Background: an optimization exercise with open tools, aiming at small area, a short achievable clock period and few clock cycles per item. Do not read the settings as production practice. Where RTL was checked, it was by simulation tests only, not by an equivalence proof against the original. Function not checked in runs 1 and 5: the RTL went through the layout flow alone. No activity file was given, so power comes from the tool's default toggle rates.

File: flow/flow/run.sh
#!/bin/bash
# Standard ORFS layout with two changes:
#  - after the standard synthesis, flow/fapol.py picks each full adder's polarity (a full
#    adder is self-dual) and swaps single-output gates for their complements, so that few
#    inverters remain between adders; registers are untouched;
#  - the port buffers are buf_1 (sized up by repair as needed) instead of the delay-cell
#    buffer that buffer_ports picks by default.
set -euo pipefail
R=orfs/results/sky130hd/MatrixMultiplier/base
bash standard.sh synth > standard_synth.log 2>&1
cp $R/1_2_yosys.v yosys_netlist_orig.v
python3 flow/fapol.py yosys_netlist_orig.v $R/1_2_yosys.v > fapol.log 2>&1
rm -f $R/1_synth.odb $R/1_synth.sdc
bash standard.sh synth > standard_synth2.log 2>&1
bash standard.sh "BUFFER_PORTS_ARGS=-buffer_cell sky130_fd_sc_hd__buf_1" finish > standard_finish.log 2>&1
File: flow/flow/fapol.py
#!/usr/bin/env python3
"""Choose the polarity of each full adder in a Yosys netlist so that fewer inverters are needed.

A full adder is self-dual: inverting its three inputs inverts both outputs.  Yosys's
extract_fa picks each adder's polarity from whatever form ABC left the logic in, and puts
an inverter wherever two adders disagree.  This pass flips adders (swapping the nets on
their pins for the opposite-polarity nets) to minimise the inverters, then removes the
inverters left without loads.  Registers, ports and all other cells are untouched.

usage: fapol.py IN.v OUT.v
"""
import re, sys
from collections import defaultdict

src = open(sys.argv[1]).read()
OUTPINS = {'X', 'Y', 'Q', 'Q_N', 'SUM', 'COUT', 'HI', 'LO'}
cell_re = re.compile(r'^(\s*)(sky130_fd_sc_hd__\w+)\s+(\S+)\s*\((.*?)\);\n', re.S | re.M)
pin_re = re.compile(r'\.(\w+)\(\s*(.*?)\s*\)(?=\s*,|\s*$)', re.S)

cells = []   # [type, name, {pin: net}, order]
spans = []
for m in cell_re.finditer(src):
    pins = {}
    order = []
    for pm in pin_re.finditer(m.group(4)):
        pins[pm.group(1)] = pm.group(2).strip()
        order.append(pm.group(1))
    cells.append([m.group(2), m.group(3), pins, order])
    spans.append((m.start(), m.end()))
head = src[:spans[0][0]]
tail = src[spans[-1][1]:]
# port nets
ports = set()
for m in re.finditer(r'^\s*(input|output)\s+(\[(\d+):(\d+)\]\s+)?(\S+);', head, re.M):
    nm = m.group(5)
    if m.group(2):
        hi, lo = int(m.group(3)), int(m.group(4))
        for i in range(min(hi, lo), max(hi, lo) + 1):
            ports.add(f'{nm}[{i}]')
    ports.add(nm)

def is_inv(t): return re.match(r'sky130_fd_sc_hd__(clk)?inv_\d+$', t) is not None
COMP = {}
for a, b in [('nand2', 'and2'), ('nor2', 'or2'), ('nand3', 'and3'), ('nor3', 'or3'),
             ('nand4', 'and4'), ('nor4', 'or4'), ('xor2', 'xnor2'), ('a21oi', 'a21o'),
             ('o21ai', 'o21a'), ('a22oi', 'a22o'), ('o22ai', 'o22a'), ('a211oi', 'a211o'),
             ('o211ai', 'o211a'), ('a31oi', 'a31o'), ('o31ai', 'o31a'), ('a32oi', 'a32o'),
             ('nor2b', 'or2b'), ('nand2b', 'and2b'), ('xor3', 'xnor3')]:
    COMP[a] = b
    COMP[b] = a
def outpin(base):
    if base in ('xor2', 'xor3'):
        return 'X'
    if base in ('xnor2', 'xnor3'):
        return 'X' if base == 'xnor3' else 'Y'
    return 'Y' if (base.endswith('i') or base.startswith('n')) else 'X'
def swappable(t):
    m = re.match(r'sky130_fd_sc_hd__(\w+?)_(\d+)$', t)
    return m is not None and m.group(1) in COMP
def is_fa(t): return re.match(r'sky130_fd_sc_hd__fa_\d+$', t) is not None

driver = {}
for ci, (t, n, pins, _) in enumerate(cells):
    for p, net in pins.items():
        if p in OUTPINS:
            driver[net] = (ci, p)

def root(net):
    par = 0
    chain = [(net, 0)]
    while net in driver and is_inv(cells[driver[net][0]][0]):
        net = cells[driver[net][0]][2]['A']
        par ^= 1
        chain.append((net, par))
    return net, par

# consumers: (ci, pin) of non-inverter cells
roots = {}
cons = defaultdict(list)   # root -> [(ci, pin, parity)]
chainnets = defaultdict(dict)  # root -> {net: parity}
for ci, (t, n, pins, _) in enumerate(cells):
    for p, net in pins.items():
        if p in OUTPINS:
            continue
        r, par = root(net)
        if is_inv(t):
            continue
        cons[r].append((ci, p, par))
for net in list(driver.keys()) + list(ports):
    r, par = root(net)
    chainnets[r][net] = par
for r in list(cons.keys()):
    chainnets[r][r] = 0

# frozen roots: chain touches a port, or root not driven by a cell
frozen = set()
for r, nets in chainnets.items():
    if r not in driver or any(x in ports for x in nets):
        frozen.add(r)

fas = [ci for ci, c in enumerate(cells) if is_fa(c[0])]
flip = {ci: 0 for ci in fas}
for r in frozen:
    if r in driver and driver[r][0] in flip:
        del flip[driver[r][0]]   # its output polarity is pinned

def produced(r):
    if r in driver and driver[r][0] in flip:
        return flip[driver[r][0]]
    return 0

def root_cost(r):
    needs = set()
    for ci, p, par in cons[r]:
        q = par ^ (flip.get(ci, 0))
        # stored parity par is relative to the original netlist, where r carries r^0
        needs.add(q)
    if r in frozen:
        have = set(chainnets[r].values())
        return len(needs - have) + sum(1 for x, v in chainnets[r].items() if v == 1 and x != r)
    if r in driver and swappable(cells[driver[r][0]][0]) and r not in ports:
        return 1 if len(needs) > 1 else 0
    P = produced(r)
    return 1 if (needs - {P}) else 0

rootset = set(cons.keys()) | set(chainnets.keys())
def total():
    return sum(root_cost(r) for r in rootset)

# roots each FA touches
touch = defaultdict(set)
for r in rootset:
    for ci, p, par in cons[r]:
        if ci in flip:
            touch[ci].add(r)
    if r in driver and driver[r][0] in flip:
        touch[driver[r][0]].add(r)

before = total()
# start from a 2-colouring of the adder-to-adder connections: flip[X] ^ flip[Y] should equal
# the parity of the inverter chain between them (then that link needs no inverter)
adj = defaultdict(list)
for r in rootset:
    if r in driver and driver[r][0] in flip:
        x = driver[r][0]
        for ci, p, par in cons[r]:
            if ci in flip:
                adj[x].append((ci, par))
                adj[ci].append((x, par))
seen = {}
comps = []
for s0 in flip:
    if s0 in seen:
        continue
    seen[s0] = 0
    comp = [s0]
    stack = [s0]
    while stack:
        x = stack.pop()
        for y, par in adj[x]:
            if y not in seen:
                seen[y] = seen[x] ^ par
                comp.append(y)
                stack.append(y)
    comps.append(comp)
for comp in comps:
    best = None
    for g in (0, 1):
        for x in comp:
            flip[x] = seen[x] ^ g
        c = total()
        if best is None or c < best[0]:
            best = (c, g)
    for x in comp:
        flip[x] = seen[x] ^ best[1]
improved = True
while improved:
    improved = False
    for ci in flip:
        rs = touch[ci]
        c0 = sum(root_cost(r) for r in rs)
        flip[ci] ^= 1
        c1 = sum(root_cost(r) for r in rs)
        if c1 < c0:
            improved = True
        else:
            flip[ci] ^= 1
after = total()

# rewrite
newcells = []
swapped = [0]
ninv = [0]
invnet = {}
def get_inv(net):
    if net not in invnet:
        ninv[0] += 1
        nn = f'_fapol_n{ninv[0]}_'
        newcells.append(['sky130_fd_sc_hd__inv_1', f'_fapol_i{ninv[0]}_', {'A': net, 'Y': nn}, ['A', 'Y']])
        invnet[net] = nn
    return invnet[net]

for r in rootset:
    if r in frozen:
        have = {}
        for x, v in chainnets[r].items():
            have.setdefault(v, x)
        for ci, p, par in cons[r]:
            q = par ^ flip.get(ci, 0)
            if q in have:
                cells[ci][2][p] = have[q]
            else:
                cells[ci][2][p] = get_inv(have[1 - q])
        continue
    P = produced(r)
    needs = set(par ^ flip.get(ci, 0) for ci, p, par in cons[r])
    if r in driver and swappable(cells[driver[r][0]][0]) and needs == {1}:
        dc = cells[driver[r][0]]
        m = re.match(r'sky130_fd_sc_hd__(\w+?)_(\d+)$', dc[0])
        base = m.group(1); nb = COMP[base]
        op, np_ = outpin(base), outpin(nb)
        assert dc[2][op] == r
        dc[0] = f'sky130_fd_sc_hd__{nb}_1'
        del dc[2][op]; dc[2][np_] = r
        dc[3] = [np_ if x == op else x for x in dc[3]]
        swapped[0] += 1
        P = 1
    for ci, p, par in cons[r]:
        q = par ^ flip.get(ci, 0)
        cells[ci][2][p] = r if q == P else get_inv(r)

# drop inverters without loads (repeat for chains)
used = defaultdict(int)
allcells = cells + newcells
dead = set()
while True:
    used = defaultdict(int)
    for k, c in enumerate(allcells):
        if k in dead:
            continue
        for p, net in c[2].items():
            if p not in OUTPINS:
                used[net] += 1
    more = False
    for k, c in enumerate(allcells):
        if k in dead or not is_inv(c[0]):
            continue
        y = c[2]['Y']
        if used[y] == 0 and y not in ports:
            dead.add(k); more = True
    if not more:
        break

kept_inv = sum(1 for k, c in enumerate(allcells) if k not in dead and is_inv(c[0]))
orig_inv = sum(1 for c in cells if is_inv(c[0]))
out = [head]
decl = ''.join(f'  wire {nn};\n' for nn in invnet.values())
out[0] = head.rstrip('\n') + '\n' + decl if decl else head
for k, (t, n, pins, order) in enumerate(allcells):
    if k in dead:
        continue
    body = ',\n'.join(f'    .{p}({pins[p]})' for p in order)
    # keep a space after escaped identifiers
    body = re.sub(r'(\\\S+)\)', r'\1 )', body)
    out.append(f'  {t} {n} (\n{body}\n  );\n')
out.append(tail)
open(sys.argv[2], 'w').write(''.join(out))
print(f'fapol: {len(fas)} full adders, {sum(flip.values())} flipped, {swapped[0]} gates swapped; inverters {orig_inv} -> {kept_inv} (cost {before} -> {after})', file=sys.stderr)
File: flow/standard.sh
#!/bin/bash
# synth_recipe.tcl (not shown) runs the flow's synth.tcl, then flattens the netlist and writes it again
# the make line also repeats each setting of config.mk as NAME=value (left out here)
make -C /OpenROAD-flow-scripts/flow DESIGN_CONFIG=/design/flow/config.mk WORK_HOME=/design/flow/orfs CLKGATE_MAP_FILE= SYNTH_SCRIPT=/design/flow/synth_recipe.tcl "${@:-finish}"
File: flow/config.mk
export PLATFORM = sky130hd
export DESIGN_NAME = MatrixMultiplier
export DESIGN_NICKNAME = MatrixMultiplier
export VERILOG_FILES = /design/flow/design.v
export SDC_FILE = /design/flow/constraint.sdc
export NUM_CORES = 4
export LEC_CHECK = 0
export CAP_MARGIN = 20
export CORE_MARGIN = 2
export CORE_UTILIZATION = 60
export SETUP_SLACK_MARGIN = 2.0
export SLEW_MARGIN = 20
File: flow/constraint.sdc
create_clock -name core_clock -period 5.5 [get_ports {CLK}]
set_input_delay 1.1000 -clock core_clock [delete_from_list [all_inputs] [get_ports {CLK}]]
set_output_delay 1.1000 -clock core_clock [all_outputs]
set_load 0.01 [all_outputs]
File: flow/design.v
module FSM(
    input  wire CLK,
    input  wire NRST,
    input  wire START,
    output reg  FIRST,    
    output reg  DONE,     
    output wire IDLE
);
assign IDLE = ~FIRST & ~DONE;
always @(posedge CLK or negedge NRST) begin
    if (!NRST) begin
        FIRST <= 1'b0;
        DONE  <= 1'b0;
    end else begin
        FIRST <= IDLE & START;
        DONE  <= DONE | FIRST;
    end
end
endmodule
module Multiplier(
    input  wire [7:0]  A,
    input  wire [7:0]  B,
    output wire [15:0] P
);
assign P = $signed(A) * $signed(B);
endmodule
module Accumulator(
    input  wire         CLK,
    input  wire         CLR,     
    input  wire         HOLD,    
    input  wire [7:0]   A,
    input  wire [7:0]   B,
    output wire [16:0]  OUT
);
wire [16:0] OUTv;
wire [7:0] Ag = A & {8{~HOLD}};
wire EN = ~HOLD;
reg st_0_0;
reg st_0_1;
reg st_1_0;
reg st_2_0;
reg st_3_0;
reg st_4_0;
reg st_5_0;
reg st_5_1;
reg st_6_0;
reg st_6_1;
reg st_7_0;
reg st_7_1;
reg st_8_0;
reg st_8_1;
reg st_9_0;
reg st_9_1;
reg st_10_0;
reg st_10_1;
reg st_11_0;
reg st_11_1;
reg st_12_0;
reg st_12_1;
reg st_13_0;
reg st_13_1;
reg st_14_0;
reg st_14_1;
reg st_15_0;
reg st_16_0;
wire pp_0_0 = (Ag[0] & B[0]);
wire pp_0_1 = (Ag[0] & B[1]);
wire pp_0_2 = (Ag[0] & B[2]);
wire pp_0_3 = (Ag[0] & B[3]);
wire pp_0_4 = (Ag[0] & B[4]);
wire pp_0_5 = (Ag[0] & B[5]);
wire pp_0_6 = (Ag[0] & B[6]);
wire pp_0_7 = ~(Ag[0] & B[7]);
wire pp_1_0 = (Ag[1] & B[0]);
wire pp_1_1 = (Ag[1] & B[1]);
wire pp_1_2 = (Ag[1] & B[2]);
wire pp_1_3 = (Ag[1] & B[3]);
wire pp_1_4 = (Ag[1] & B[4]);
wire pp_1_5 = (Ag[1] & B[5]);
wire pp_1_6 = (Ag[1] & B[6]);
wire pp_1_7 = ~(Ag[1] & B[7]);
wire pp_2_0 = (Ag[2] & B[0]);
wire pp_2_1 = (Ag[2] & B[1]);
wire pp_2_2 = (Ag[2] & B[2]);
wire pp_2_3 = (Ag[2] & B[3]);
wire pp_2_4 = (Ag[2] & B[4]);
wire pp_2_5 = (Ag[2] & B[5]);
wire pp_2_6 = (Ag[2] & B[6]);
wire pp_2_7 = ~(Ag[2] & B[7]);
wire pp_3_0 = (Ag[3] & B[0]);
wire pp_3_1 = (Ag[3] & B[1]);
wire pp_3_2 = (Ag[3] & B[2]);
wire pp_3_3 = (Ag[3] & B[3]);
wire pp_3_4 = (Ag[3] & B[4]);
wire pp_3_5 = (Ag[3] & B[5]);
wire pp_3_6 = (Ag[3] & B[6]);
wire pp_3_7 = ~(Ag[3] & B[7]);
wire pp_4_0 = (Ag[4] & B[0]);
wire pp_4_1 = (Ag[4] & B[1]);
wire pp_4_2 = (Ag[4] & B[2]);
wire pp_4_3 = (Ag[4] & B[3]);
wire pp_4_4 = (Ag[4] & B[4]);
wire pp_4_5 = (Ag[4] & B[5]);
wire pp_4_6 = (Ag[4] & B[6]);
wire pp_4_7 = ~(Ag[4] & B[7]);
wire pp_5_0 = (Ag[5] & B[0]);
wire pp_5_1 = (Ag[5] & B[1]);
wire pp_5_2 = (Ag[5] & B[2]);
wire pp_5_3 = (Ag[5] & B[3]);
wire pp_5_4 = (Ag[5] & B[4]);
wire pp_5_5 = (Ag[5] & B[5]);
wire pp_5_6 = (Ag[5] & B[6]);
wire pp_5_7 = ~(Ag[5] & B[7]);
wire pp_6_0 = (Ag[6] & B[0]);
wire pp_6_1 = (Ag[6] & B[1]);
wire pp_6_2 = (Ag[6] & B[2]);
wire pp_6_3 = (Ag[6] & B[3]);
wire pp_6_4 = (Ag[6] & B[4]);
wire pp_6_5 = (Ag[6] & B[5]);
wire pp_6_6 = (Ag[6] & B[6]);
wire pp_6_7 = ~(Ag[6] & B[7]);
wire pp_7_0 = ~(Ag[7] & B[0]);
wire pp_7_1 = ~(Ag[7] & B[1]);
wire pp_7_2 = ~(Ag[7] & B[2]);
wire pp_7_3 = ~(Ag[7] & B[3]);
wire pp_7_4 = ~(Ag[7] & B[4]);
wire pp_7_5 = ~(Ag[7] & B[5]);
wire pp_7_6 = ~(Ag[7] & B[6]);
wire pp_7_7 = (Ag[7] & B[7]);
wire sg_0 = OUTv[0] & ~CLR;
wire sg_1 = OUTv[1] & ~CLR;
wire sg_2 = OUTv[2] & ~CLR;
wire sg_3 = OUTv[3] & ~CLR;
wire sg_4 = OUTv[4] & ~CLR;
wire sg_5 = OUTv[5] & ~CLR;
wire sg_6 = OUTv[6] & ~CLR;
wire sg_7 = OUTv[7] & ~CLR;
wire sg_8 = OUTv[8] & ~CLR;
wire sg_9 = OUTv[9] & ~CLR;
wire sg_10 = OUTv[10] & ~CLR;
wire sg_11 = OUTv[11] & ~CLR;
wire sg_12 = OUTv[12] & ~CLR;
wire sg_13 = OUTv[13] & ~CLR;
wire sg_14 = OUTv[14] & ~CLR;
wire sg_15 = OUTv[15] & ~CLR;
wire sg_16 = OUTv[16] & ~CLR;
wire s1 = sg_1 ^ pp_0_1 ^ pp_1_0;
wire c2 = (sg_1 & pp_0_1) | (sg_1 & pp_1_0) | (pp_0_1 & pp_1_0);
wire s3 = sg_2 ^ pp_0_2 ^ pp_1_1;
wire c4 = (sg_2 & pp_0_2) | (sg_2 & pp_1_1) | (pp_0_2 & pp_1_1);
wire s5 = pp_2_0 ^ c2 ^ s3;
wire c6 = (pp_2_0 & c2) | (pp_2_0 & s3) | (c2 & s3);
wire s7 = sg_3 ^ pp_0_3 ^ pp_1_2;
wire c8 = (sg_3 & pp_0_3) | (sg_3 & pp_1_2) | (pp_0_3 & pp_1_2);
wire s9 = pp_2_1 ^ pp_3_0 ^ c4;
wire c10 = (pp_2_1 & pp_3_0) | (pp_2_1 & c4) | (pp_3_0 & c4);
wire s11 = s7 ^ c6 ^ s9;
wire c12 = (s7 & c6) | (s7 & s9) | (c6 & s9);
wire s13 = sg_4 ^ pp_0_4 ^ pp_1_3;
wire c14 = (sg_4 & pp_0_4) | (sg_4 & pp_1_3) | (pp_0_4 & pp_1_3);
wire s15 = pp_2_2 ^ pp_3_1 ^ pp_4_0;
wire c16 = (pp_2_2 & pp_3_1) | (pp_2_2 & pp_4_0) | (pp_3_1 & pp_4_0);
wire s17 = c8 ^ s13 ^ s15;
wire c18 = (c8 & s13) | (c8 & s15) | (s13 & s15);
wire s19 = c10 ^ s17 ^ c12;
wire c20 = (c10 & s17) | (c10 & c12) | (s17 & c12);
wire s21 = sg_5 ^ pp_0_5 ^ pp_1_4;
wire c22 = (sg_5 & pp_0_5) | (sg_5 & pp_1_4) | (pp_0_5 & pp_1_4);
wire s23 = pp_2_3 ^ pp_3_2 ^ pp_4_1;
wire c24 = (pp_2_3 & pp_3_2) | (pp_2_3 & pp_4_1) | (pp_3_2 & pp_4_1);
wire s25 = pp_5_0 ^ c14 ^ c16;
wire c26 = (pp_5_0 & c14) | (pp_5_0 & c16) | (c14 & c16);
wire s27 = s21 ^ s23 ^ c18;
wire c28 = (s21 & s23) | (s21 & c18) | (s23 & c18);
wire s29 = s25 ^ s27;
wire c30 = s25 & s27;
wire s31 = sg_6 ^ pp_0_6 ^ pp_1_5;
wire c32 = (sg_6 & pp_0_6) | (sg_6 & pp_1_5) | (pp_0_6 & pp_1_5);
wire s33 = pp_2_4 ^ pp_3_3 ^ pp_4_2;
wire c34 = (pp_2_4 & pp_3_3) | (pp_2_4 & pp_4_2) | (pp_3_3 & pp_4_2);
wire s35 = pp_5_1 ^ pp_6_0 ^ c22;
wire c36 = (pp_5_1 & pp_6_0) | (pp_5_1 & c22) | (pp_6_0 & c22);
wire s37 = c24 ^ s31 ^ s33;
wire c38 = (c24 & s31) | (c24 & s33) | (s31 & s33);
wire s39 = c26 ^ s35 ^ s37;
wire c40 = (c26 & s35) | (c26 & s37) | (s35 & s37);
wire s41 = c28 ^ s39;
wire c42 = c28 & s39;
wire s43 = pp_0_7 ^ pp_1_6 ^ pp_2_5;
wire c44 = (pp_0_7 & pp_1_6) | (pp_0_7 & pp_2_5) | (pp_1_6 & pp_2_5);
wire s45 = pp_3_4 ^ pp_4_3 ^ pp_5_2;
wire c46 = (pp_3_4 & pp_4_3) | (pp_3_4 & pp_5_2) | (pp_4_3 & pp_5_2);
wire s47 = pp_6_1 ^ pp_7_0 ^ sg_7;
wire c48 = (pp_6_1 & pp_7_0) | (pp_6_1 & sg_7) | (pp_7_0 & sg_7);
wire s49 = c32 ^ c34 ^ s43;
wire c50 = (c32 & c34) | (c32 & s43) | (c34 & s43);
wire s51 = s45 ^ s47 ^ c36;
wire c52 = (s45 & s47) | (s45 & c36) | (s47 & c36);
wire s53 = c38 ^ s49 ^ s51;
wire c54 = (c38 & s49) | (c38 & s51) | (s49 & s51);
wire s55 = c40 ^ c42;
wire c56 = c40 & c42;
wire s57 = 1'b1 ^ pp_1_7 ^ pp_2_6;
wire c58 = (1'b1 & pp_1_7) | (1'b1 & pp_2_6) | (pp_1_7 & pp_2_6);
wire s59 = pp_3_5 ^ pp_4_4 ^ pp_5_3;
wire c60 = (pp_3_5 & pp_4_4) | (pp_3_5 & pp_5_3) | (pp_4_4 & pp_5_3);
wire s61 = pp_6_2 ^ pp_7_1 ^ sg_8;
wire c62 = (pp_6_2 & pp_7_1) | (pp_6_2 & sg_8) | (pp_7_1 & sg_8);
wire s63 = c44 ^ c46 ^ s57;
wire c64 = (c44 & c46) | (c44 & s57) | (c46 & s57);
wire s65 = s59 ^ c48 ^ s61;
wire c66 = (s59 & c48) | (s59 & s61) | (c48 & s61);
wire s67 = c50 ^ s63 ^ s65;
wire c68 = (c50 & s63) | (c50 & s65) | (s63 & s65);
wire s69 = c52 ^ c54 ^ s67;
wire c70 = (c52 & c54) | (c52 & s67) | (c54 & s67);
wire s71 = pp_2_7 ^ pp_3_6 ^ pp_4_5;
wire c72 = (pp_2_7 & pp_3_6) | (pp_2_7 & pp_4_5) | (pp_3_6 & pp_4_5);
wire s73 = pp_5_4 ^ pp_6_3 ^ pp_7_2;
wire c74 = (pp_5_4 & pp_6_3) | (pp_5_4 & pp_7_2) | (pp_6_3 & pp_7_2);
wire s75 = sg_9 ^ c58 ^ c60;
wire c76 = (sg_9 & c58) | (sg_9 & c60) | (c58 & c60);
wire s77 = s71 ^ s73 ^ c62;
wire c78 = (s71 & s73) | (s71 & c62) | (s73 & c62);
wire s79 = c64 ^ s75 ^ c66;
wire c80 = (c64 & s75) | (c64 & c66) | (s75 & c66);
wire s81 = s77 ^ c68 ^ s79;
wire c82 = (s77 & c68) | (s77 & s79) | (c68 & s79);
wire s83 = pp_3_7 ^ pp_4_6 ^ pp_5_5;
wire c84 = (pp_3_7 & pp_4_6) | (pp_3_7 & pp_5_5) | (pp_4_6 & pp_5_5);
wire s85 = pp_6_4 ^ pp_7_3 ^ sg_10;
wire c86 = (pp_6_4 & pp_7_3) | (pp_6_4 & sg_10) | (pp_7_3 & sg_10);
wire s87 = c72 ^ c74 ^ s83;
wire c88 = (c72 & c74) | (c72 & s83) | (c74 & s83);
wire s89 = s85 ^ c76 ^ c78;
wire c90 = (s85 & c76) | (s85 & c78) | (c76 & c78);
wire s91 = s87 ^ c80 ^ s89;
wire c92 = (s87 & c80) | (s87 & s89) | (c80 & s89);
wire s93 = pp_4_7 ^ pp_5_6 ^ pp_6_5;
wire c94 = (pp_4_7 & pp_5_6) | (pp_4_7 & pp_6_5) | (pp_5_6 & pp_6_5);
wire s95 = pp_7_4 ^ sg_11 ^ c84;
wire c96 = (pp_7_4 & sg_11) | (pp_7_4 & c84) | (sg_11 & c84);
wire s97 = s93 ^ c86 ^ c88;
wire c98 = (s93 & c86) | (s93 & c88) | (c86 & c88);
wire s99 = s95 ^ c90 ^ s97;
wire c100 = (s95 & c90) | (s95 & s97) | (c90 & s97);
wire s101 = pp_5_7 ^ pp_6_6 ^ pp_7_5;
wire c102 = (pp_5_7 & pp_6_6) | (pp_5_7 & pp_7_5) | (pp_6_6 & pp_7_5);
wire s103 = sg_12 ^ c94 ^ s101;
wire c104 = (sg_12 & c94) | (sg_12 & s101) | (c94 & s101);
wire s105 = c96 ^ s103 ^ c98;
wire c106 = (c96 & s103) | (c96 & c98) | (s103 & c98);
wire s107 = pp_6_7 ^ pp_7_6 ^ sg_13;
wire c108 = (pp_6_7 & pp_7_6) | (pp_6_7 & sg_13) | (pp_7_6 & sg_13);
wire s109 = c102 ^ s107 ^ c104;
wire c110 = (c102 & s107) | (c102 & c104) | (s107 & c104);
wire s111 = pp_7_7 ^ sg_14 ^ c108;
wire c112 = (pp_7_7 & sg_14) | (pp_7_7 & c108) | (sg_14 & c108);
wire s113 = 1'b1 ^ sg_15 ^ c112;
wire c114 = (1'b1 & sg_15) | (1'b1 & c112) | (sg_15 & c112);
wire s115 = 1'b1 ^ sg_16 ^ c114;
wire c116 = (1'b1 & sg_16) | (1'b1 & c114) | (sg_16 & c114);
always @(posedge CLK) begin
    st_0_0 <= sg_0;
    st_0_1 <= pp_0_0;
    st_1_0 <= s1;
    st_2_0 <= s5;
    st_3_0 <= s11;
    st_4_0 <= s19;
    st_5_0 <= c20;
    st_5_1 <= s29;
    st_6_0 <= c30;
    st_6_1 <= s41;
    st_7_0 <= s53;
    st_7_1 <= s55;
    st_8_0 <= c56;
    st_8_1 <= s69;
    st_9_0 <= c70;
    st_9_1 <= s81;
    st_10_0 <= c82;
    st_10_1 <= s91;
    st_11_0 <= c92;
    st_11_1 <= s99;
    st_12_0 <= c100;
    st_12_1 <= s105;
    st_13_0 <= s109;
    st_13_1 <= c106;
    st_14_0 <= s111;
    st_14_1 <= c110;
    st_15_0 <= s113;
    st_16_0 <= s115;
end
wire [16:0] r0 = {st_16_0, st_15_0, st_14_0, st_13_0, st_12_0, st_11_0, st_10_0, st_9_0, st_8_0, st_7_0, st_6_0, st_5_0, st_4_0, st_3_0, st_2_0, st_1_0, st_0_0};
wire [16:0] r1 = {1'b0, 1'b0, st_14_1, st_13_1, st_12_1, st_11_1, st_10_1, st_9_1, st_8_1, st_7_1, st_6_1, st_5_1, 1'b0, 1'b0, 1'b0, 1'b0, st_0_1};
wire [16:0] r2 = {1'b0, 1'b0, 1'b0, 1'b0, 1'b0, 1'b0, 1'b0, 1'b0, 1'b0, 1'b0, 1'b0, 1'b0, 1'b0, 1'b0, 1'b0, 1'b0, 1'b0};
assign OUTv = r0 + r1;
assign OUT = OUTv;
endmodule
module MatrixMultiplier(
input   wire            CLK,
input   wire            NRST,  
input   wire            START,
input   wire    [7:0]   A,
input   wire    [7:0]   B,
output  wire    [16:0]  OUT,
output  wire            OUT_STROBE
);
wire first, done, idle;
FSM U1(.CLK(CLK), .NRST(NRST), .START(START), .FIRST(first), .DONE(done), .IDLE(idle));
Accumulator U3(.CLK(CLK), .CLR(idle), .HOLD(done), .A(A), .B(B), .OUT(OUT));
assign OUT_STROBE = done;
endmodule
==> results of run 1 <==
final timing paths:
path / start / end / slack (ns) / cells past startpoint
max in group asynchronous: NRST / U1.DONE$_DFF_PN0_ / 4.73 / 1
hold / removal: NRST / U1.FIRST$_DFF_PN0_ / 0.60 / 1
setup / recovery: U1.DONE$_DFF_PN0_ / U3.st_8_1$_DFF_P_ / 2.03 / 8
hold reg to reg: U3.st_0_0$_DFF_P_ / U3.st_0_0$_DFF_P_ / 0.60 / 2
min in group core_clock: U3.st_0_0$_DFF_P_ / U3.st_0_0$_DFF_P_ / 0.60 / 2
setup reg to reg: U1.DONE$_DFF_PN0_ / U3.st_8_1$_DFF_P_ / 2.03 / 8
cell type report:
cell class	instances	area, µm²	area share
Timing Repair Buffer	49	233	0.0657
Multi-Input combinational cell	242	2480	0.701
Tap cell	67	83.8	0.0237
Sequential cell	30	614	0.173
Inverter	9	37.5	0.0106
Clock inverter	1	5.00	0.00141
Clock buffer	7	86.3	0.0244
power groups by stage:
stage | Clock, mW | Combinational [mW] | Sequential (mW)
6_report | 0.183 | 1.51 | 0.397
5_1_grt | 0.199 | 1.72 | 0.406
4_1_cts | 0.187 | 1.48 | 0.392
3_5_place_dp | 0 | 1.45 | 0.390
3_3_place_gp | 0 | 1.41 | 0.388
2_1_floorplan | 0 | 1.07 | 0.376
metrics by stage:
stage	util	hold WS [ns]
floorplan	-	0.592
global placement	0.673	0.575
detailed placement	0.673	0.576
CTS	0.707	0.604
global route	0.740	0.606
finish	0.740	0.600
repair_timing:
action | CTS | global route
pin swaps | 2 | 3
setup buffers | 2 | 11
resized for setup | 13 | 15
setup endpoints to repair | 8 | 8
layer usage:
metal | up-vias | wire (µm) | share of wire
met4 | 0 | 55 | 0.0081
met1 | 1138 | 3200 | 0.47
met5 | - | 0 | 0
li1 | 1034 | - | -
met2 | 89 | 3180 | 0.47
met3 | 5 | 395 | 0.058
cells in the final DEF, fill, tap and decap left out, types with 3 or more instances in the layout:
master and n:
buf_4 13, ha_4 4, a21oi_1 8, ha_1 11
nor2_1 8, xnor2_1 9, and2_1 62, fa_2 3
nor2b_2 3, nand3_1 5, dfxtp_1 28, o21bai_1 3
and3_1 3, nor2b_4 5, a31oi_1 4, clkbuf_8 6
buf_1 36, o21ai_0 4, fa_1 49, nor2b_1 3
inv_1 8, nand2_1 22
==> results.txt, run 1 <==
gr ovfl total=0; RSZ-0062 raised after global routing=true; Starting Density=0.630; H-tree depth=2; GR peak layer=met1; Crit Path Class=reg2reg; CORE AREA=0.00479 mm²; fill count=379; largest net degree at the start of global routing=15; Pwr Density=590 mW/mm²; layout cells sized above 1=0.163; Worst slew margin=0.721; CTS max path bufs=2; Reg clk slew, reported paths=0.06 ns; endpoints failing setup=0; vias per inst=5.60; met3 usage=0.0415; met2 Track Usage GR=0.382; CP Max Fanout=10; first-pass GRT wire length=10,500 µm; CTS buffer count=5; Logic pwr share=0.722; HPWL after detailed placement=5250 µm; Peak VDD IR=0.000392 V; CP Cell Sequence=nor2_4 > clkinvlp_4 > and2_1 > fa_2 > fa_2 > fa_1 > fa_2 > fa_1; synthesis-to-layout area growth=17.4%; worst slew pin tran=0.416 ns; Critical Path Slowest Stage Cell=dfrtp_4; placed instance count=384; Root Driver=clkbuf_8; Worst path max stage delay=0.59 ns; setup TNS=0 ns; final setup margin=2.03 ns; final wirelength=6830 µm; Net Sw Power=980 µW; Tot Pwr=2.09 mW; Worst EP required=5.65 ns; status=no timing/DRC/antenna violations; crit path buf inv count=1; fmax=288 MHz; synthesized area per cell=10.5 µm²; ant diodes=0; GPL Wtd Cong=0.861; Die H=74.9 µm; WL per Instance=16.9 µm; # port buffers=36; met1 Track Usage GR=0.392; cts hold-fix bufs=0; Seq pwr share=0.190; clk sink count=30; Final nets=425; worst min path class=in2async; Syn Inst Count=287; Via Count=2,266; Post-Syn Area=0.00302 mm²; Die X-Extent=74.9 µm; Site Rows=25; Worst-Skew Late Latency=0.28 ns; Routed Antenna Nets=0; initial antenna violation count=0; Mapped Nets=375; crit-path most repeated cell=fa_2; dpl ws=1.52 ns; Die Area=0.00561 mm²; Leak=1.54 nW; final hold violation count=0; yosys warns=2; Internal=1.11 mW; startpoint types=flop; Slew Viols, Final=0; final instance area=0.00354 mm²; Arr. time, crit path=3.62 ns; CTS tree=built; Boundary Pins=37; vias in the first global route=2,151; fin crit period=3.47 ns; router iterations before antenna repair=4; non-filler instance count after layout=405; Max Cap Viol=0; Worst Skew=0.00510 ns; GRT Resource Usage Total=0.255; DRC=0; Placed Area=0.00322 mm²; delay-heaviest family, CP=adder cells; number of DRC markers in iteration 0=135; clock share of power=0.088; Crit. End Element=flop; sw frac=0.469; Tcrit/Tclk final=0.631
==> inputs of run 2 (changes only) <==
--- a/flow/design.v
+++ b/flow/design.v
@@ -4,3 +4,3 @@
     input  wire START,
-    output reg  FIRST,    
+    output reg  RUN,      
     output reg  DONE,     
@@ -8,10 +8,10 @@
 );
-assign IDLE = ~FIRST & ~DONE;
+assign IDLE = ~RUN;
 always @(posedge CLK or negedge NRST) begin
     if (!NRST) begin
-        FIRST <= 1'b0;
-        DONE  <= 1'b0;
+        RUN  <= 1'b0;
+        DONE <= 1'b0;
     end else begin
-        FIRST <= IDLE & START;
-        DONE  <= DONE | FIRST;
+        RUN  <= RUN | START;
+        DONE <= RUN;
     end
@@ -307,4 +307,4 @@
 );
-wire first, done, idle;
-FSM U1(.CLK(CLK), .NRST(NRST), .START(START), .FIRST(first), .DONE(done), .IDLE(idle));
+wire run, done, idle;
+FSM U1(.CLK(CLK), .NRST(NRST), .START(START), .RUN(run), .DONE(done), .IDLE(idle));
 Accumulator U3(.CLK(CLK), .CLR(idle), .HOLD(done), .A(A), .B(B), .OUT(OUT));
--- a/flow/config.mk
+++ b/flow/config.mk
@@ -10,3 +10,3 @@
 export CORE_UTILIZATION = 60
-export SETUP_SLACK_MARGIN = 2.0
+export SETUP_SLACK_MARGIN = 2.3
 export SLEW_MARGIN = 20
==> run 2 against run 1 <==
Net effect: still clean on timing, DRC and antenna; area after synthesis fell by 2.2%; final cell count fell by 3.5%; critical path depth decreased by 1; worst setup slack improved by 0.15 ns; register-to-register slack improved by 0.16 ns; critical path type is now in2reg; critical endpoint unchanged; highest routed layer unchanged.
==> results.txt, run 2 <==
Leak=1.55 nW; number of DRC markers in iteration 0=143; initial antenna violation count=0; startpoint types=primary input; gr ovfl total=0; Die X-Extent=74.1 µm; Worst-Skew Late Latency=0.28 ns; Arr. time, crit path=3.48 ns; vias in the first global route=2,114; met2 wire length=3000 µm; Tcrit/Tclk final=0.604; DR top layer=met4; Worst slew margin=0.537; worst slew pin tran=0.695 ns; vias per inst=5.38; setup TNS=0 ns; CP Max Fanout=8; non-filler instance count after layout=391; Crit Path Class=in2reg; Post-Syn Area=0.00295 mm²; most frequent cells in the layout=54 x and2_1, 38 x fa_1, 28 x buf_1; Routed Antenna Nets=0; final wirelength=6620 µm; delay-heaviest family, CP=adder cells; CP Cell Sequence=buf_1 > nor2b_4 > and2_4 > fa_1 > fa_1 > fa_1 > fa_1; Root Driver=clkbuf_8; fin crit period=3.32 ns; HPWL after detailed placement=4800 µm; Critical Path Slowest Stage Cell=fa_1; largest net degree at the start of global routing=21; Via Count=2,102; Worst path max stage delay=0.57 ns; crit path buf inv count=1; final hold violation count=0; Register-to-Register Path Depth=10; Worst Skew=0.00771 ns; Die Area=0.00549 mm²; placed instance count=368; H-tree depth=2; synthesis-to-layout area growth=23.6%; Crit. End Element=flop; reg2reg start=U3.st_5_1$_DFF_P_; WL per Instance=16.9 µm; CTS max path bufs=2; CTS tree=built; met3 routed WL=294 µm; Reg clk slew, reported paths=0.07 ns; Boundary Pins=37; Tot Pwr=1.98 mW; fin util=0.772; Pwr Density=542 mW/mm²; layout cells sized above 1=0.296; status=no timing/DRC/antenna violations; Placed Area=0.00315 mm²; M1 wire length=3240 µm; fmax=301 MHz; Site Rows=25; Slew Viols, Final=0; first-pass GRT wire length=10,700 µm; GPL Wtd Cong=0.876; Critical R2R Capture=U3.st_7_1$_DFF_P_; CP startpoint=A[3]; Mapped Nets=362; final setup margin=2.18 ns; Worst EP required=5.66 ns; Peak VDD IR=0.000476 V; Max Cap Viol=0; synthesized area per cell=10.8 µm²; R2R setup slack=2.19 ns; most common cell after layout, fill and taps aside=and2_1; Final nets=412; dpl ws=1.58 ns; DRC=0; ant diodes=0; RSZ-0062 raised after global routing=true; crit-path most repeated cell=fa_1; final instance area=0.00365 mm²; hold_ws=0.583 ns; clk sink count=30; worst min path class=in2async; CTS buffer count=5; endpoints failing setup=0; Syn Inst Count=273; Starting Density=0.625; Die H=74.1 µm; GRT Resource Usage Total=0.265; # port buffers=36; router iterations before antenna repair=4; yosys warns=2; CORE AREA=0.00472 mm²
run 2: cell count changes in the layout (fill, tap and decap cells not counted), sizes merged, moves of 3 or more:
cell	before	now
a21oi	10	7
o21bai	3	0
and3	5	1
nor2b	11	8
nor2	9	4
run 2: cell type report:
class	instances	area, µm²
clock inverter	2	12.5
clock buffer	6	82.6
timing repair buffer	51	270
multi-input combinational	227	2550
inverter	8	30.0
sequential	30	619
fill	336	1080
tap	67	83.8
run 2: what timing repair did:
| action | CTS | global route |
|---|---|---|
| resized for setup | 51 | 21 |
| endpoints found under the setup margin | 21 | 18 |
| pin swaps | 19 | 13 |
| buffers inserted | 8 | 7 |
| hold buffers | 0 | 0 |
| endpoints found under the hold margin | 0 | 0 |
run 2: worst max-delay path by stage:
stage                        end  cells after the start
3_5_place_dp   U3.st_8_1$_DFF_P_                      7
4_1_cts        U3.st_8_1$_DFF_P_                     10
5_1_grt        U3.st_7_1$_DFF_P_                     10
3_3_place_gp   U3.st_8_1$_DFF_P_                      7
2_1_floorplan  U3.st_8_1$_DFF_P_                      8
6_report       U3.st_8_1$_DFF_P_                      7
run 2: layer usage:
metal / track usage / up-vias
met3: 0.0542 / 9
met1: 0.410 / 1051
met2: 0.383 / 59
met4: 0.0687 / 0
li1: - / 983
met5: 0 / -
run 2: where the power goes:
| part | internal (mW) | switching (mW) |
|---|---|---|
| sequential | 0.330 | 0.0628 |
| combinational | 0.650 | 0.743 |
| clock | 0.101 | 0.0899 |
run 2: worst register-to-register path, stage by stage, from the launching register on:
cell and delay (ns):
dfxtp_2 0.33, ha_4 0.26, and3_2 0.19, a31oi_4 0.20
xnor2_2 0.09, and2_4 0.18, fa_1 0.49, fa_1 0.55
fa_1 0.43, ha_2 0.19, ha_1 0.27
Testbench counts of run 2, summed over its fixed seeds: cycles 4,800, items 2,400.
==> inputs of run 3 (changes only) <==
--- a/flow/config.mk
+++ b/flow/config.mk
@@ -10,3 +10,3 @@
 export CORE_UTILIZATION = 60
-export SETUP_SLACK_MARGIN = 2.3
+export SETUP_SLACK_MARGIN = 1.7
 export SLEW_MARGIN = 20
==> run 3 against run 2 <==
Net effect: maximum frequency shrank 7.1%; clock power shrank 4%; sequential share of layout area grew 2.0 points; worst hold slack gained 0.0017 ns; highest routed layer unchanged; still clean.
==> results.txt, run 3 <==
status=no timing/DRC/antenna violations; non-filler instance count after layout=376; CTS max path bufs=2; Mapped Nets=362; crit path buf inv count=1; number of DRC markers in iteration 0=136; Syn Inst Count=273; GRT Resource Usage Total=0.241; initial antenna violation count=0; final instance area=0.00322 mm²; Root Driver=clkbuf_8; register area=611 µm²; most common cell after layout, fill and taps aside=and2_1; vias in the first global route=2,031; largest net degree at the start of global routing=21; final wirelength=5690 µm; Reg clk slew, reported paths=0.07 ns; endpoints failing setup=0; Peak VDD IR=0.000400 V; final hold violation count=0; # port buffers=36; CTS buffer count=5; fmax=280 MHz; clk sink count=30; RSZ-0062 raised after global routing=false; dpl ws=1.64 ns; ant diodes=0; Site Rows=25; Register-to-Register Path Depth=9; Die Area=0.00549 mm²; Max Cap Viol=0; GPL Wtd Cong=0.846; gr ovfl total=0; first-pass GRT wire length=9690 µm; Via Count=2,004; reg2reg start=U3.st_6_1$_DFF_P_; Pwr Density=550 mW/mm²; Worst slew margin=0.556; post-CTS repair timing setup buffer count=0; CP startpoint=A[7]; startpoint types=primary input; PostCTS Resize Cnt=0; most frequent cells in the layout=65 x and2_1, 52 x fa_1, 36 x buf_1; CTS tree=built; worst slew pin tran=0.666 ns; yosys warns=2; Worst EP required=5.65 ns; Boundary Pins=37; crit-path most repeated cell=fa_1; Crit Path Class=in2reg; Slew Viols, Final=0; vias per inst=5.33; worst min path class=in2async; Arr. time, crit path=3.72 ns; synthesis-to-layout area growth=9.08%; delay-heaviest family, CP=adder cells; critical path depth=7; Worst Skew=0.0120 ns; Tcrit/Tclk final=0.650; Post-Syn Area=0.00295 mm²; CP Max Fanout=8; multi-input logic area=0.00227 mm²; CP Cell Sequence=buf_1 > nor2b_1 > nand2_1 > fa_1 > fa_1 > fa_1 > fa_1; placed instance count=368; Critical Path Slowest Stage Cell=fa_1; Die X-Extent=74.1 µm; CORE AREA=0.00472 mm²; Final nets=397; crit path to=U3.st_8_1$_DFF_P_; Critical R2R Capture=U3.st_8_1$_DFF_P_; Crit. End Element=flop; Placed Area=0.00313 mm²; layout cells sized above 1=0.0485; Worst-Skew Late Latency=0.28 ns; R2R setup slack=2.07 ns; Die H=74.1 µm; HPWL after detailed placement=4650 µm; fill count=380; Leak=1.41 nW; final setup margin=1.93 ns; WL per Instance=15.1 µm; setup TNS=0 ns; Starting Density=0.625; Worst path max stage delay=0.55 ns; Routed Antenna Nets=0; cts hold-fix bufs=0; DRC=0; H-tree depth=2; fin crit period=3.57 ns; router iterations before antenna repair=4; synthesized area per cell=10.8 µm²
[run 3: worst min path at each step]
stage | end | slack (ns) | startpoint
after floorplan | U1.DONE$_DFF_PN0_ | 0.35 | U1.RUN$_DFF_PN0_
after global placement | U3.st_16_0$_DFF_P_ | 0.60 | U3.st_16_0$_DFF_P_
after detailed placement | U3.st_0_0$_DFF_P_ | 0.61 | U3.st_0_0$_DFF_P_
after CTS | U1.RUN$_DFF_PN0_ | 0.58 | NRST
after global routing | U1.DONE$_DFF_PN0_ | 0.58 | NRST
final | U1.RUN$_DFF_PN0_ | 0.58 | NRST
[run 3: power breakdown]
part | total (mW) | internal [mW] | switching, mW
clock | 0.182 | 0.101 | 0.0812
combinational | 1.22 | 0.529 | 0.687
sequential | 0.373 | 0.327 | 0.0456
[run 3: worst register-to-register path, stage by stage (launching register included)]
cell and delay (ns):
dfxtp_1 0.31, ha_1 0.34, a21oi_1 0.25, o221a_4 0.27, xnor2_1 0.14, and2_1 0.19
fa_1 0.44, fa_1 0.46, fa_1 0.50, fa_1 0.40
[run 3: layout make-up]
| class | count | share of cell area |
|---|---|---|
| well taps | 67 | 0.0260 |
| repair buffers | 36 | 0.0420 |
| inverters | 8 | 0.00933 |
| clock buffers | 7 | 0.0268 |
| clock inverters | 1 | 0.00156 |
| flip-flops and latches | 30 | 0.190 |
| multi-input cells | 227 | 0.705 |
[run 3: per-stage QoR]
stage | utilization | power [mW] | hold WS [ns]
after floorplan | - | 1.31 | 0.352
after global placement | 0.662 | 1.56 | 0.601
after detailed placement | 0.662 | 1.60 | 0.609
after CTS | 0.681 | 1.79 | 0.580
after global routing | 0.681 | 1.99 | 0.581
final | 0.681 | 1.77 | 0.584
[run 3: per-layer routing]
layer	GRT usage	vias to the layer above	wire, µm
met2	0.364	56	2510
met4	0.0788	0	95
li1	-	952	-
met1	0.362	990	2880
met3	0.0325	6	207
met5	0	-	0
==> inputs of run 4 (changes only) <==
--- a/flow/config.mk
+++ b/flow/config.mk
@@ -10,3 +10,3 @@
 export CORE_UTILIZATION = 60
-export SETUP_SLACK_MARGIN = 1.7
+export SETUP_SLACK_MARGIN = 2.0
 export SLEW_MARGIN = 20
==> run 4 against run 3 <==
Net effect: die area stayed put; critical path depth stayed put; maximum frequency is 5.5% higher; sequential power hardly changed; highest routed layer unchanged; sequential share of layout area is 0.28 points lower; final cell count stayed put; register-to-register slack better by 0.05 ns.
==> results.txt, run 4 <==
setup TNS=0 ns; H-tree depth=2; # port buffers=36; clk sink count=30; vias per inst=5.24; Die H=74.1 µm; Worst EP required=5.68 ns; Worst slew margin=0.567; final instance area=0.00327 mm²; Reg clk slew, reported paths=0.08 ns; fin crit period=3.39 ns; CTS buffer count=5; yosys warns=2; most frequent cells in the layout=62 x and2_1, 49 x fa_1, 36 x buf_1; Post-Syn Area=0.00295 mm²; GRT Resource Usage Total=0.256; Worst-Skew Late Latency=0.29 ns; Logic pwr share=0.683; sw frac=0.459; Final nets=397; Die X-Extent=74.1 µm; number of DRC markers in iteration 0=114; largest net degree at the start of global routing=21; Root Driver=clkbuf_8; initial antenna violation count=0; RSZ-0062 raised after global routing=true; Internal=960 µW; endpoints failing setup=0; Worst path max stage delay=0.56 ns; Pwr Density=544 mW/mm²; crit-path most repeated cell=fa_1; Critical Path Slowest Stage Cell=fa_1; cts hold-fix bufs=0; CTS max path bufs=2; Die Area=0.00549 mm²; Via Count=1,972; ant diodes=0; status=no timing/DRC/antenna violations; CTS tree=built; Seq pwr share=0.210; Slew Viols, Final=0; synthesis-to-layout area growth=10.7%; Crit Path Class=in2reg; final hold violation count=0; layout cells sized above 1=0.104; fmax=295 MHz; clock share of power=0.107; Arr. time, crit path=3.56 ns; HPWL after detailed placement=4820 µm; Boundary Pins=37; CP Cell Sequence=buf_1 > nor2b_2 > and2_1 > fa_1 > fa_1 > fa_1 > fa_1; worst min path class=in2async; Syn Inst Count=273; vias in the first global route=2,004; Leak=1.42 nW; Routed Antenna Nets=0; gr ovfl total=0; DRC=0; Placed Area=0.00314 mm²; worst slew pin tran=0.650 ns; startpoint types=primary input; Max Cap Viol=0; GPL Wtd Cong=0.832; final wirelength=5940 µm; Net Sw Power=816 µW; post-CTS repair timing setup buffer count=0; Site Rows=25; Worst Skew=0.0140 ns; Tcrit/Tclk final=0.616; Crit. End Element=flop; CORE AREA=0.00472 mm²; Peak VDD IR=0.000418 V; CP Max Fanout=8; most common cell after layout, fill and taps aside=and2_1; Mapped Nets=362; synthesized area per cell=10.8 µm²; Starting Density=0.625; first-pass GRT wire length=10,100 µm; WL per Instance=15.8 µm; router iterations before antenna repair=4
==> run 4: cell types whose count changed in the layout (fill, tap and decap cells not counted), moves of 3 or more <==
| cell | delta |
|---|---|
| and2_1 | -3 |
| and2_4 | +3 |
| fa_1 | -3 |
| fa_2 | +3 |
| nor2b_1 | -8 |
| nor2b_2 | +8 |
==> run 4: what timing repair did <==
action	4_1_cts	5_1_grt
resized for setup	3	9
cloned	0	0
endpoints found under the setup margin	3	11
pin swaps	0	0
==> run 4: worst max-delay path, delay by kind of cell <==
kind                       cells  cell delay, ns
adders and majority gates      4            1.88
buffers and inverters          1            0.07
and+or+nand+nor                2            0.50
==> run 4: per-layer routing <==
layer  GRT usage  up-vias  routed length [µm]
met5           0        -                   0
met3      0.0501        5                 193
li1            -      947                   -
met2       0.369       37                2580
met4      0.0687        0                  53
met1       0.399      983                3100
==> run 4: metrics by stage <==
stage,hold WS (ns),setup slack (ns),total power [mW],cells,util
4_1_cts,0.569,2.00,1.79,376,0.686
6_report,0.567,2.11,1.78,376,0.692
2_1_floorplan,0.352,1.90,1.31,273,-
3_5_place_dp,0.613,1.57,1.60,368,0.665
3_3_place_gp,0.601,1.69,1.55,368,0.665
5_1_grt,0.568,1.98,1.98,376,0.692
==> run 4: worst paths after layout <==
path / start / endpoint / slack (ns) / cells past startpoint
min reg2reg: U3.st_0_0$_DFF_P_ / U3.st_0_0$_DFF_P_ / 0.62 / 2
max: A[4] / U3.st_8_1$_DFF_P_ / 2.11 / 7
min in group core_clock: U3.st_0_0$_DFF_P_ / U3.st_0_0$_DFF_P_ / 0.62 / 2
max reg2reg: U3.st_6_1$_DFF_P_ / U3.st_8_1$_DFF_P_ / 2.12 / 9
max in group asynchronous: NRST / U1.DONE$_DFF_PN0_ / 4.81 / 1
min: NRST / U1.RUN$_DFF_PN0_ / 0.57 / 1
==> run 4: power groups by stage <==
stage               Sequential [mW]  Clock (mW)  Combinational, mW
finish                        0.372       0.190               1.21
CTS                           0.373       0.191               1.22
global route                  0.382       0.199               1.40
detailed placement            0.377           0               1.22
global placement              0.376           0               1.17
floorplan                     0.364           0              0.943
==> run 4: area by class of cell <==
| type | count | area [µm²] |
|---|---|---|
| flip-flops and latches | 30 | 611 |
| inverters | 8 | 30.0 |
| clock inverters | 1 | 5.00 |
| well taps | 67 | 83.8 |
| fillers | 390 | 1460 |
| repair buffers | 36 | 135 |
| multi-input cells | 227 | 2320 |
| clock buffers | 7 | 86.3 |
==> inputs of run 5 (changes only) <==
--- a/flow/design.v
+++ b/flow/design.v
@@ -65,2 +65,3 @@
 reg st_16_0;
+reg st_16_1;
 wire pp_0_0 = (Ag[0] & B[0]);
@@ -188,8 +189,8 @@
 wire c42 = c28 & s39;
-wire s43 = pp_0_7 ^ pp_1_6 ^ pp_2_5;
-wire c44 = (pp_0_7 & pp_1_6) | (pp_0_7 & pp_2_5) | (pp_1_6 & pp_2_5);
-wire s45 = pp_3_4 ^ pp_4_3 ^ pp_5_2;
-wire c46 = (pp_3_4 & pp_4_3) | (pp_3_4 & pp_5_2) | (pp_4_3 & pp_5_2);
-wire s47 = pp_6_1 ^ pp_7_0 ^ sg_7;
-wire c48 = (pp_6_1 & pp_7_0) | (pp_6_1 & sg_7) | (pp_7_0 & sg_7);
+wire s43 = sg_7 ^ pp_0_7 ^ pp_1_6;
+wire c44 = (sg_7 & pp_0_7) | (sg_7 & pp_1_6) | (pp_0_7 & pp_1_6);
+wire s45 = pp_2_5 ^ pp_3_4 ^ pp_4_3;
+wire c46 = (pp_2_5 & pp_3_4) | (pp_2_5 & pp_4_3) | (pp_3_4 & pp_4_3);
+wire s47 = pp_5_2 ^ pp_6_1 ^ pp_7_0;
+wire c48 = (pp_5_2 & pp_6_1) | (pp_5_2 & pp_7_0) | (pp_6_1 & pp_7_0);
 wire s49 = c32 ^ c34 ^ s43;
@@ -208,10 +209,10 @@
 wire c62 = (pp_6_2 & pp_7_1) | (pp_6_2 & sg_8) | (pp_7_1 & sg_8);
-wire s63 = c44 ^ c46 ^ s57;
-wire c64 = (c44 & c46) | (c44 & s57) | (c46 & s57);
-wire s65 = s59 ^ c48 ^ s61;
-wire c66 = (s59 & c48) | (s59 & s61) | (c48 & s61);
+wire s63 = c44 ^ c46 ^ c48;
+wire c64 = (c44 & c46) | (c44 & c48) | (c46 & c48);
+wire s65 = s57 ^ s59 ^ s61;
+wire c66 = (s57 & s59) | (s57 & s61) | (s59 & s61);
 wire s67 = c50 ^ s63 ^ s65;
 wire c68 = (c50 & s63) | (c50 & s65) | (s63 & s65);
-wire s69 = c52 ^ c54 ^ s67;
-wire c70 = (c52 & c54) | (c52 & s67) | (c54 & s67);
+wire s69 = c52 ^ s67 ^ c54;
+wire c70 = (c52 & s67) | (c52 & c54) | (s67 & c54);
 wire s71 = pp_2_7 ^ pp_3_6 ^ pp_4_5;
@@ -222,4 +223,4 @@
 wire c76 = (sg_9 & c58) | (sg_9 & c60) | (c58 & c60);
-wire s77 = s71 ^ s73 ^ c62;
-wire c78 = (s71 & s73) | (s71 & c62) | (s73 & c62);
+wire s77 = c62 ^ s71 ^ s73;
+wire c78 = (c62 & s71) | (c62 & s73) | (s71 & s73);
 wire s79 = c64 ^ s75 ^ c66;
@@ -248,10 +249,10 @@
 wire c102 = (pp_5_7 & pp_6_6) | (pp_5_7 & pp_7_5) | (pp_6_6 & pp_7_5);
-wire s103 = sg_12 ^ c94 ^ s101;
-wire c104 = (sg_12 & c94) | (sg_12 & s101) | (c94 & s101);
+wire s103 = c94 ^ sg_12 ^ s101;
+wire c104 = (c94 & sg_12) | (c94 & s101) | (sg_12 & s101);
 wire s105 = c96 ^ s103 ^ c98;
 wire c106 = (c96 & s103) | (c96 & c98) | (s103 & c98);
-wire s107 = pp_6_7 ^ pp_7_6 ^ sg_13;
-wire c108 = (pp_6_7 & pp_7_6) | (pp_6_7 & sg_13) | (pp_7_6 & sg_13);
-wire s109 = c102 ^ s107 ^ c104;
-wire c110 = (c102 & s107) | (c102 & c104) | (s107 & c104);
+wire s107 = pp_6_7 ^ pp_7_6 ^ c102;
+wire c108 = (pp_6_7 & pp_7_6) | (pp_6_7 & c102) | (pp_7_6 & c102);
+wire s109 = sg_13 ^ c104 ^ s107;
+wire c110 = (sg_13 & c104) | (sg_13 & s107) | (c104 & s107);
 wire s111 = pp_7_7 ^ sg_14 ^ c108;
@@ -260,4 +261,4 @@
 wire c114 = (1'b1 & sg_15) | (1'b1 & c112) | (sg_15 & c112);
-wire s115 = 1'b1 ^ sg_16 ^ c114;
-wire c116 = (1'b1 & sg_16) | (1'b1 & c114) | (sg_16 & c114);
+wire s115 = 1'b1 ^ sg_16;
+wire c116 = 1'b1 & sg_16;
 always @(posedge CLK) begin
@@ -277,4 +278,4 @@
     st_8_1 <= s69;
-    st_9_0 <= c70;
-    st_9_1 <= s81;
+    st_9_0 <= s81;
+    st_9_1 <= c70;
     st_10_0 <= c82;
@@ -287,9 +288,10 @@
     st_13_1 <= c106;
-    st_14_0 <= s111;
-    st_14_1 <= c110;
+    st_14_0 <= c110;
+    st_14_1 <= s111;
     st_15_0 <= s113;
     st_16_0 <= s115;
+    st_16_1 <= c114;
 end
 wire [16:0] r0 = {st_16_0, st_15_0, st_14_0, st_13_0, st_12_0, st_11_0, st_10_0, st_9_0, st_8_0, st_7_0, st_6_0, st_5_0, st_4_0, st_3_0, st_2_0, st_1_0, st_0_0};
-wire [16:0] r1 = {1'b0, 1'b0, st_14_1, st_13_1, st_12_1, st_11_1, st_10_1, st_9_1, st_8_1, st_7_1, st_6_1, st_5_1, 1'b0, 1'b0, 1'b0, 1'b0, st_0_1};
+wire [16:0] r1 = {st_16_1, 1'b0, st_14_1, st_13_1, st_12_1, st_11_1, st_10_1, st_9_1, st_8_1, st_7_1, st_6_1, st_5_1, 1'b0, 1'b0, 1'b0, 1'b0, st_0_1};
 wire [16:0] r2 = {1'b0, 1'b0, 1'b0, 1'b0, 1'b0, 1'b0, 1'b0, 1'b0, 1'b0, 1'b0, 1'b0, 1'b0, 1'b0, 1'b0, 1'b0, 1'b0, 1'b0};
==> run 5 against run 4 <==
Net effect: still clean on timing, DRC and antenna; count of clock-buffer cells in the layout is the same; area after synthesis grew 4.7%; critical path type unchanged; worst setup slack worse by 0.053 ns; worst hold slack gained 0.020 ns; final area is 6.5% higher; critical path depth rose by 1.
==> results.txt, run 5 <==
Worst Skew=0.0107 ns; Via Count=2,122; largest net degree at the start of global routing=24; startpoint types=primary input; fill count=419; vias per inst=5.35; Tcrit/Tclk final=0.626; Crit. End Element=flop; Max Cap Viol=0; fin util=0.690; Mapped Nets=378; gr ovfl total=0; Leak=1.48 nW; Pwr Density=526 mW/mm²; Peak VDD IR=0.000269 V; # port buffers=36; Crit Path Class=in2reg; CORE AREA=0.00504 mm²; final instance area=0.00348 mm²; most common cell after layout, fill and taps aside=and2_1; Worst-Skew Late Latency=0.28 ns; status=no timing/DRC/antenna violations; Boundary Pins=37; fin crit period=3.44 ns; setup TNS=0 ns; Routed Antenna Nets=0; yosys warns=2; clk sink count=31; synthesis-to-layout area growth=12.6%; Worst EP required=5.65 ns; H-tree depth=2; Worst path max stage delay=0.49 ns; Reg clk slew, reported paths=0.07 ns; GPL Wtd Cong=0.826; Final nets=415; Site Rows=26; synthesized area per cell=10.7 µm²; Die Area=0.00574 mm²; ant diodes=0; Die H=75.8 µm; delay-heaviest family, CP=adder cells; vias in the first global route=2,037; CP Cell Sequence=buf_1 > nor2b_2 > and2_1 > fa_2 > fa_2 > fa_1 > fa_2 > fa_1; Post-Syn Area=0.00309 mm²; router iterations before antenna repair=4; Syn Inst Count=289; GRT Resource Usage Total=0.241; first-pass GRT wire length=10,100 µm; worst slew pin tran=0.666 ns; Tot Pwr=1.83 mW; Root Driver=clkbuf_8; RSZ-0062 raised after global routing=true; Starting Density=0.613; CTS tree=built; CP Max Fanout=8; final wirelength=6280 µm; worst min path class=in2async; CTS buffer count=5; fmax=291 MHz; Slew Viols, Final=0; number of DRC markers in iteration 0=69; endpoints failing setup=0; crit-path most repeated cell=fa_2; layout cells sized above 1=0.119; Die X-Extent=75.8 µm; initial antenna violation count=0; Worst slew margin=0.556; DRC=0; WL per Instance=15.8 µm; CTS max path bufs=2; final hold violation count=0; Arr. time, crit path=3.59 ns; Placed Area=0.00328 mm²; most frequent cells in the layout=63 x and2_1, 47 x fa_1, 35 x buf_1; crit path buf inv count=1; HPWL after detailed placement=5050 µm; Critical Path Slowest Stage Cell=fa_1
run 5: cell type report:
type | instances | area, µm² | area share
clock buffers | 7 | 86.3 | 0.0248
clock inverters | 1 | 5.00 | 0.00144
inverters | 8 | 30.0 | 0.00863
multi-input cells | 243 | 2500 | 0.717
flip-flops and latches | 31 | 631 | 0.181
well taps | 70 | 87.6 | 0.0252
repair buffers | 37 | 144 | 0.0414
run 5: where the power goes:
group	total, mW	switching [mW]	internal (mW)
clock network	0.182	0.0809	0.101
logic	1.27	0.703	0.563
registers	0.384	0.0486	0.335
run 5: worst reg2reg max path, cell delays in order, from the launching register on:
cell     delay, ns
dfxtp_1       0.31
ha_1          0.33
and3_4        0.23
a41oi_4       0.26
xnor2_2       0.12
and2_4        0.18
fa_2          0.39
fa_1          0.57
fa_1          0.44
fa_1          0.47
run 5: final timing paths:
check | depth (start not counted) | slack [ns] | startpoint | to
max in group asynchronous | 1 | 4.78 | NRST | U1.RUN$_DFF_PN0_
hold reg to reg | 3 | 0.63 | U3.st_16_1$_DFF_P_ | U3.st_16_0$_DFF_P_
setup reg to reg | 9 | 2.08 | U3.st_5_1$_DFF_P_ | U3.st_8_1$_DFF_P_
hold / removal | 1 | 0.59 | NRST | U1.DONE$_DFF_PN0_
setup / recovery | 8 | 2.06 | A[0] | U3.st_8_1$_DFF_P_
min in group core_clock | 3 | 0.63 | U3.st_16_1$_DFF_P_ | U3.st_16_0$_DFF_P_
run 5: repair_timing:
item | 4_1_cts | 5_1_grt
resized for setup | 6 | 18
hold buffers | 0 | 0
buffers inserted | 1 | 0
pin swaps | 1 | 2
endpoints found under the setup margin | 5 | 12
cloned | 0 | 0
run 5: metal layers:
| metal | up-vias | wire length [µm] | global-route usage |
|---|---|---|---|
| met4 | 0 | 90 | 0.0741 |
| met1 | 1023 | 3190 | 0.373 |
| met2 | 66 | 2710 | 0.352 |
| li1 | 1023 | - | - |
| met5 | - | 0 | 0 |
| met3 | 10 | 281 | 0.0357 |
run 5: through the flow:
step / cells / setup slack [ns] / hold slack [ns]
floorplan: 289 / 1.96 / 0.414
global placement: 388 / 1.70 / 0.592
detailed placement: 388 / 1.64 / 0.611
CTS: 397 / 1.96 / 0.584
global route: 397 / 1.98 / 0.598
finish: 397 / 2.06 / 0.588

## afterwards: timing with drivers on the ports
In the flow no input, the clock included, has a driving cell. The finished layouts below were timed again as built, in two steps. Step 1 assumes that a clkbuf_16 drives the clock port and a buf_2 every other input. Step 2 times the ports against the registers' clock, not the clock port: input delays grow and output delays shrink by t, the midpoint of the rising clock arrivals with the driver on. Three values: ideal ports, drivers, drivers and shift; two values: the first two.
| run | shift t [ns] | slack for setup (ns) | worst hold slack (ns) | latest minus earliest clock arrival (ns) | slew at the worst register clock pin (ns) |
|---|---|---|---|---|---|
| run 1 | 0.304 | 2.032 / 2.032 / 1.801 | 0.600 / 0.600 / 0.600 | 0.005 / 0.005 | 0.07 / 0.07 |
| run 2 | 0.307 | 2.178 / 2.183 / 1.875 | 0.583 / 0.584 / 0.619 | 0.008 / 0.007 | 0.07 / 0.07 |
| run 3 | 0.302 | 1.926 / 1.934 / 1.632 | 0.584 / 0.581 / 0.614 | 0.012 / 0.012 | 0.07 / 0.07 |
| run 4 | 0.315 | 2.113 / 2.118 / 1.803 | 0.567 / 0.561 / 0.623 | 0.014 / 0.014 | 0.08 / 0.08 |
| run 5 | 0.306 | 2.060 / 2.051 / 1.758 | 0.588 / 0.582 / 0.630 | 0.011 / 0.011 | 0.07 / 0.07 |
After both steps every run listed still meets setup and hold. The setup slack of run 4, which loses most, moves by +0.005 ns with the drivers and by -0.310 ns with both steps.
